Background: an optimization exercise with open tools, aiming at small area and a short achievable clock period. Do not read the settings as production practice. The RTL was checked by simulation tests, not by an equivalence proof against the original design. No activity file was given, so power comes from the tool's default toggle rates.

==> inputs of v18 <==
==> flow/design.v (excerpt) <==
module cpu(
    input Clk,
    input Reset,
    input [7:2] HWInt,
    output [3:0] Be,
    input [31:0] PrRD,
    output [31:2] PrAddr,
    output [31:0] PrWD,
    output PrWe,
    output [31:0] IMAddr,
    input [31:0] IMRD,
    input [31:0] DMRD
    );
	reg [31:0] PC;
	reg [31:0] IRD;
	reg [31:2] PCD;                   
	reg        excF;                  
	reg [31:2] LE;                    
	reg [31:0] RSE, RTE;
	reg [15:0] immE;
	reg [3:0]  aluopE;
	reg        asrcE, bsrcE, luiE, sgnE, calovE, ldE, stE;
	reg [1:0]  beopE, dsrcE;
	reg        lextE, bdjE, iscp0E, mtc0E, eretE, copepcE;
	reg [4:0]  waE;
	reg [1:0]  excE;                  
	reg [31:2] LM;                    
	reg [31:0] AOM, RTM;
	reg [4:0]  rdM;
	reg        ldM, stM;
	reg [1:0]  beopM, dsrcM;
	reg        lextM, bdjM, iscp0M, mtc0M, eretM, copepcM;
	reg [4:0]  waM;
	reg [2:0]  excM;                  
	reg [31:0] WD;
	reg [4:0]  WA;
	reg        BDW;
	reg [4:0] A1E, A2E, A3E, A2M, A3M, A3W;
	reg       hcalE, hldE, hlinkE, hepcE, hcalM, hldM, hlinkM;
	reg [7:2]  IM;
	reg        EXL, IE, BD;
	reg [7:2]  IP;
	reg [6:2]  ExcCode;
	reg [31:2] EPC;
	wire exp_in;
	wire stall;
	wire cal_r, cal_i, load, store, jal, jalr, mfc0, mtc0, ri;
	wire [4:0] a3;
	wire [3:0] aluop;
	wire asrc, bsrc, e_lui, e_sgn, calov, lext, bdj, iscp0, copepc;
	wire [1:0] beop, dsrc;
	ctrl dec (
		.instr(IRD),
		.cal_r(cal_r), .cal_i(cal_i), .load(load), .store(store), .br(),
		.jmp(), .jreg(), .jal(jal), .jalr(jalr), .mfc0(mfc0), .mtc0(mtc0),
		.eret(), .ri(ri),
		.beq(), .bne(), .bgez(), .bltz(), .blez(), .bgtz(),
		.a1(), .a2(), .a3(a3),
		.aluop(aluop), .asrc(asrc), .bsrc(bsrc), .e_lui(e_lui), .e_sgn(e_sgn),
		.calov(calov), .beop(beop), .lext(lext), .dsrc(dsrc), .bdj(bdj),
		.iscp0(iscp0), .copepc(copepc)
	);
	wire f_cal_r, f_cal_i, f_load, f_store, f_br, f_jmp, f_jreg, f_eret;
	wire f_beq, f_bne, f_bgez, f_bltz, f_blez, f_bgtz;
	wire [4:0] f_a1, f_a2;
	ctrl decF (
		.instr(IMRD),
		.cal_r(f_cal_r), .cal_i(f_cal_i), .load(f_load), .store(f_store), .br(f_br),
		.jmp(f_jmp), .jreg(f_jreg), .jal(), .jalr(), .mfc0(), .mtc0(),
		.eret(f_eret), .ri(),
  ...
Settings: LEC_CHECK=0, CAP_MARGIN=20, CORE_MARGIN=2, CORE_UTILIZATION=40, SETUP_SLACK_MARGIN=5, SLEW_MARGIN=20; clock period 10.0 ns.
run.sh (not shown) runs the stock make flow with config.mk's settings and CLKGATE_MAP_FILE= SYNTH_SCRIPT=/design/flow/synth_recipe.tcl, a recipe that flattens the netlist after the stock synthesis.
==> inputs of v11, as changes to v18 <==
--- a/flow/design.v
+++ b/flow/design.v
@@ -132,16 +132,15 @@
     output V                 
     );
 	wire sub = (ALUOp == 4'd2) | (ALUOp == 4'd7) | (ALUOp == 4'd8);
 	wire [31:0] Bx = sub ? ~B : B;
 	wire [33:0] s2 = {1'b0, A, 1'b1} + {1'b0, Bx, sub};
 	wire [32:0] s = s2[33:1];
 	wire c32 = s[32];
-	wire c31 = s[31] ^ A[31] ^ Bx[31];
-	assign V = c31 ^ c32;
+	assign V = (A[31] & Bx[31] & ~s[31]) | (~A[31] & ~Bx[31] & s[31]);
 	wire lt  = s[31] ^ V;
 	wire ltu = ~c32;
 	wire sll = (ALUOp == 4'd9);
 	wire [31:0] x;
 	genvar k;
 	generate for (k = 0; k < 32; k = k + 1) begin : rev
 		assign x[k] = sll ? B[31-k] : B[k];
@@ -241,15 +240,18 @@
 	reg [1:0]  beopM, dsrcM;
 	reg        lextM, bdjM, iscp0M, mtc0M, eretM, copepcM;
 	reg [4:0]  waM;
 	reg [2:0]  excM;                  
 	reg [31:0] WD;
 	reg [4:0]  WA;
 	reg        BDW;
-	reg [4:0] A1E, A2E, A3E, A2M, A3M, A3W;
+	reg [4:0] A3E, A3M, A3W;
+	reg m1E, m2E, m1M, m2M, m1W, m2W;
+	reg e1ao, e1lk, e1wd, e2ao, e2lk, e2wd;
+	reg x2, mwd;
 	reg       hcalE, hldE, hlinkE, hepcE, hcalM, hldM, hlinkM;
 	reg [7:2]  IM;
 	reg        EXL, IE, BD;
 	reg [7:2]  IP;
 	reg [6:2]  ExcCode;
 	reg [31:2] EPC;
 	wire exp_in;
@@ -282,20 +284,14 @@
 		.a1(f_a1), .a2(f_a2), .a3(),
 		.aluop(), .asrc(), .bsrc(), .e_lui(), .e_sgn(),
 		.calov(), .beop(), .lext(), .dsrc(), .bdj(),
 		.iscp0(), .copepc()
 	);
 	reg [4:0] a1, a2;
 	reg br, jmp, jreg, eret, pcal_r, pcil, beq, bne, bgez, bltz, blez, bgtz;
-	wire m1E = (a1 != 5'b0) && (a1 == A3E);
-	wire m2E = (a2 != 5'b0) && (a2 == A3E);
-	wire m1M = (a1 != 5'b0) && (a1 == A3M);
-	wire m2M = (a2 != 5'b0) && (a2 == A3M);
-	wire m1W = (a1 != 5'b0) && (a1 == A3W);
-	wire m2W = (a2 != 5'b0) && (a2 == A3W);
 	wire stall_E = (hcalE && ((br && (m1E || m2E)) || (jreg && m1E))) ||
 	               (hldE && ((br && (m1E || m2E)) || (pcal_r && (m1E || m2E)) ||
 	                         ((pcil || jreg) && m1E)));
 	wire stall_M = hldM && ((br && (m1M || m2M)) || (jreg && m1M));
 	assign stall = stall_E || stall_M || (eret && hepcE);
 	wire [31:2] LD = PCD + 30'd2;
 	wire [31:0] Rd1, Rd2;
@@ -390,24 +386,20 @@
 		end else begin
 			aluopE <= aluop; asrcE <= asrc; bsrcE <= bsrc; luiE <= e_lui; sgnE <= e_sgn;
 			calovE <= calov; ldE <= load; stE <= store; beopE <= beop; dsrcE <= dsrc;
 			lextE <= lext; bdjE <= bdj; iscp0E <= iscp0; mtc0E <= mtc0; eretE <= eret;
 			copepcE <= copepc; waE <= a3; excE <= excF ? 2'd1 : ri ? 2'd2 : 2'd0;
 		end
 	end
-	wire f1EM = (A1E != 5'b0) && (A1E == A3M);
-	wire f2EM = (A2E != 5'b0) && (A2E == A3M);
-	wire f1EW = (A1E != 5'b0) && (A1E == A3W);
-	wire f2EW = (A2E != 5'b0) && (A2E == A3W);
-	wire [31:0] RSEf = (f1EM && hcalM)  ? AOM :
-	                   (f1EM && hlinkM) ? {LM, 2'b00} :
-	                   f1EW             ? WD : RSE;
-	wire [31:0] RTEf = (f2EM && hcalM)  ? AOM :
-	                   (f2EM && hlinkM) ? {LM, 2'b00} :
-	                   f2EW             ? WD : RTE;
+	wire [31:0] RSEf = e1ao ? AOM :
+	                   e1lk ? {LM, 2'b00} :
+	                   e1wd ? WD : RSE;
+	wire [31:0] RTEf = e2ao ? AOM :
+	                   e2lk ? {LM, 2'b00} :
+	                   e2wd ? WD : RTE;
 	wire [31:0] ext = luiE ? {immE, 16'b0} : {{16{sgnE & immE[15]}}, immE};
 	wire [31:0] aluA = asrcE ? {27'b0, immE[10:6]} : RSEf;
 	wire [31:0] aluB = bsrcE ? ext : RTEf;
 	wire [31:0] C;
 	wire V;
 	alu ALU (.A(aluA), .B(aluB), .ALUOp(aluopE), .C(C), .V(V));
 	always @(posedge Clk) begin
@@ -425,15 +417,15 @@
 			waM <= waE;
 			excM <= (excE != 2'd0) ? {1'b0, excE} :
 			        (V && ldE) ? 3'd1 :
 			        (V && stE) ? 3'd3 :
 			        (V && calovE) ? 3'd4 : 3'd0;
 		end
 	end
-	assign D2write = (A2M != 5'b0 && A2M == A3W) ? WD : RTM;
+	assign D2write = mwd ? WD : RTM;
 	assign PrWD = D2write;
 	assign PrAddr = AOM[31:2];
 	wire word = beopM[1];
 	wire half = beopM[0];
 	assign Be = word ? 4'b1111 :
 	            half ? (AOM[1] ? 4'b1100 : 4'b0011) :
 	            (4'b0001 << AOM[1:0]);
@@ -522,27 +514,47 @@
 			BDW <= 1'b0;
 		end else begin
 			WD <= WDn;
 			WA <= waM;
 			BDW <= bdjM;
 		end
 	end
+	wire [4:0] A3En = stall ? 5'b0 : a3;
+	wire [4:0] A3Wn = (hcalM | hldM | hlinkM) ? A3M : 5'b0;
+	wire [4:0] a1n = ird_zero ? 5'b0 : stall ? a1 : f_a1;
+	wire [4:0] a2n = ird_zero ? 5'b0 : stall ? a2 : f_a2;
+	wire anyE = hcalE | hldE | hlinkE;
+	wire anyM = hcalM | hldM | hlinkM;
 	always @(posedge Clk) begin
 		if (Reset) begin
-			A1E <= 5'b0; A2E <= 5'b0; A3E <= 5'b0; A2M <= 5'b0; A3M <= 5'b0; A3W <= 5'b0;
+			A3E <= 5'b0; A3M <= 5'b0; A3W <= 5'b0;
 			hcalE <= 1'b0; hldE <= 1'b0; hlinkE <= 1'b0; hepcE <= 1'b0;
 			hcalM <= 1'b0; hldM <= 1'b0; hlinkM <= 1'b0;
+			m1E <= 1'b0; m2E <= 1'b0; m1M <= 1'b0; m2M <= 1'b0; m1W <= 1'b0; m2W <= 1'b0;
+			e1ao <= 1'b0; e1lk <= 1'b0; e1wd <= 1'b0; e2ao <= 1'b0; e2lk <= 1'b0; e2wd <= 1'b0;
+			x2 <= 1'b0; mwd <= 1'b0;
 		end else begin
-			A1E <= stall ? 5'b0 : a1;
-			A2E <= stall ? 5'b0 : a2;
-			A3E <= stall ? 5'b0 : a3;
+			A3E <= A3En;
 			hepcE <= ~stall && mtc0 && IRD[15:11] == 5'd14;
 			hcalE <= cal_r | cal_i;
 			hldE <= load | mfc0;
 			hlinkE <= jal | jalr;
-			A2M <= A2E;
 			A3M <= A3E;
 			hcalM <= hcalE; hldM <= hldE; hlinkM <= hlinkE;
-			A3W <= (hcalM | hldM | hlinkM) ? A3M : 5'b0;
+			A3W <= A3Wn;
+			m1E <= (a1n != 5'b0) && (a1n == A3En);
+			m2E <= (a2n != 5'b0) && (a2n == A3En);
+			m1M <= (a1n != 5'b0) && (a1n == A3E);
+			m2M <= (a2n != 5'b0) && (a2n == A3E);
+			m1W <= (a1n != 5'b0) && (a1n == A3Wn);
+			m2W <= (a2n != 5'b0) && (a2n == A3Wn);
+			e1ao <= ~stall & m1E & hcalE;
+			e1lk <= ~stall & m1E & hlinkE;
+			e1wd <= ~stall & m1M & anyM;
+			e2ao <= ~stall & m2E & hcalE;
+			e2lk <= ~stall & m2E & hlinkE;
+			e2wd <= ~stall & m2M & anyM;
+			x2 <= ~stall & m2E & anyE;
+			mwd <= x2;
 		end
 	end
 endmodule
==> impl_metrics.py <==
metrics = {
    "critical_path": {
        "cpMaxStageDelayCell": "xor2_4",
    },
    "pwr": {
        "power.share.clock_pct": 28.2,
        "p_switching_mw": 9.75,
    },
    "outcome": {
        "status": "no timing/DRC/antenna violations",
    },
    "placement": {
        "place_inst": 9980,
    },
    "grt": {
        "met1_usage_pct": 57.8,
    },
    "clock_tree": {
        "clock_sinks": 1590,
    },
}
[end of results for v18]
==> impl_metrics.py <==
metrics = {
    "outcome": {
        "status": "no timing/DRC/antenna violations",
    },
    "placement": {
        "place_inst": 9818,
    },
    "grt": {
        "met1_usage_pct": 52.2,
    },
    "floorplanning": {
        "die_w_um": 446,
    },
    "pwr": {
        "power.share.clock_pct": 29.8,
    },
}
[end of results for v11]

-- static timing again, ports no longer ideal --
How much do the figures lean on ideal ports? The routed layouts below were timed once more, with nothing changed but the port constraints. Step 1, drivers: a clkbuf_16 drives Clk and a buf_2 each remaining input, both assumed. Step 2, shift: input delay + t, output delay - t, t = (earliest + latest rising clock arrival at the registers) / 2. This alone moves slack from input paths to output paths. Three values: no drivers, after step 1, after step 2; two values: the first two.
| run | shift t [ns] | setup WS [ns] | latest minus earliest clock arrival (ns) | slew at the worst register clock pin (ns) |
|---|---|---|---|---|
| v18 | 0.962 | 4.220 / 4.220 / 4.220 | 0.094 / 0.094 | 0.07 / 0.07 |
| v11 | 0.945 | 4.803 / 4.704 / 4.302 | 0.073 / 0.072 | 0.07 / 0.07 |
After both steps setup and hold are still met in every run listed. The setup slack of v11, which loses most, moves by -0.099 ns with the drivers and by -0.501 ns with both steps.
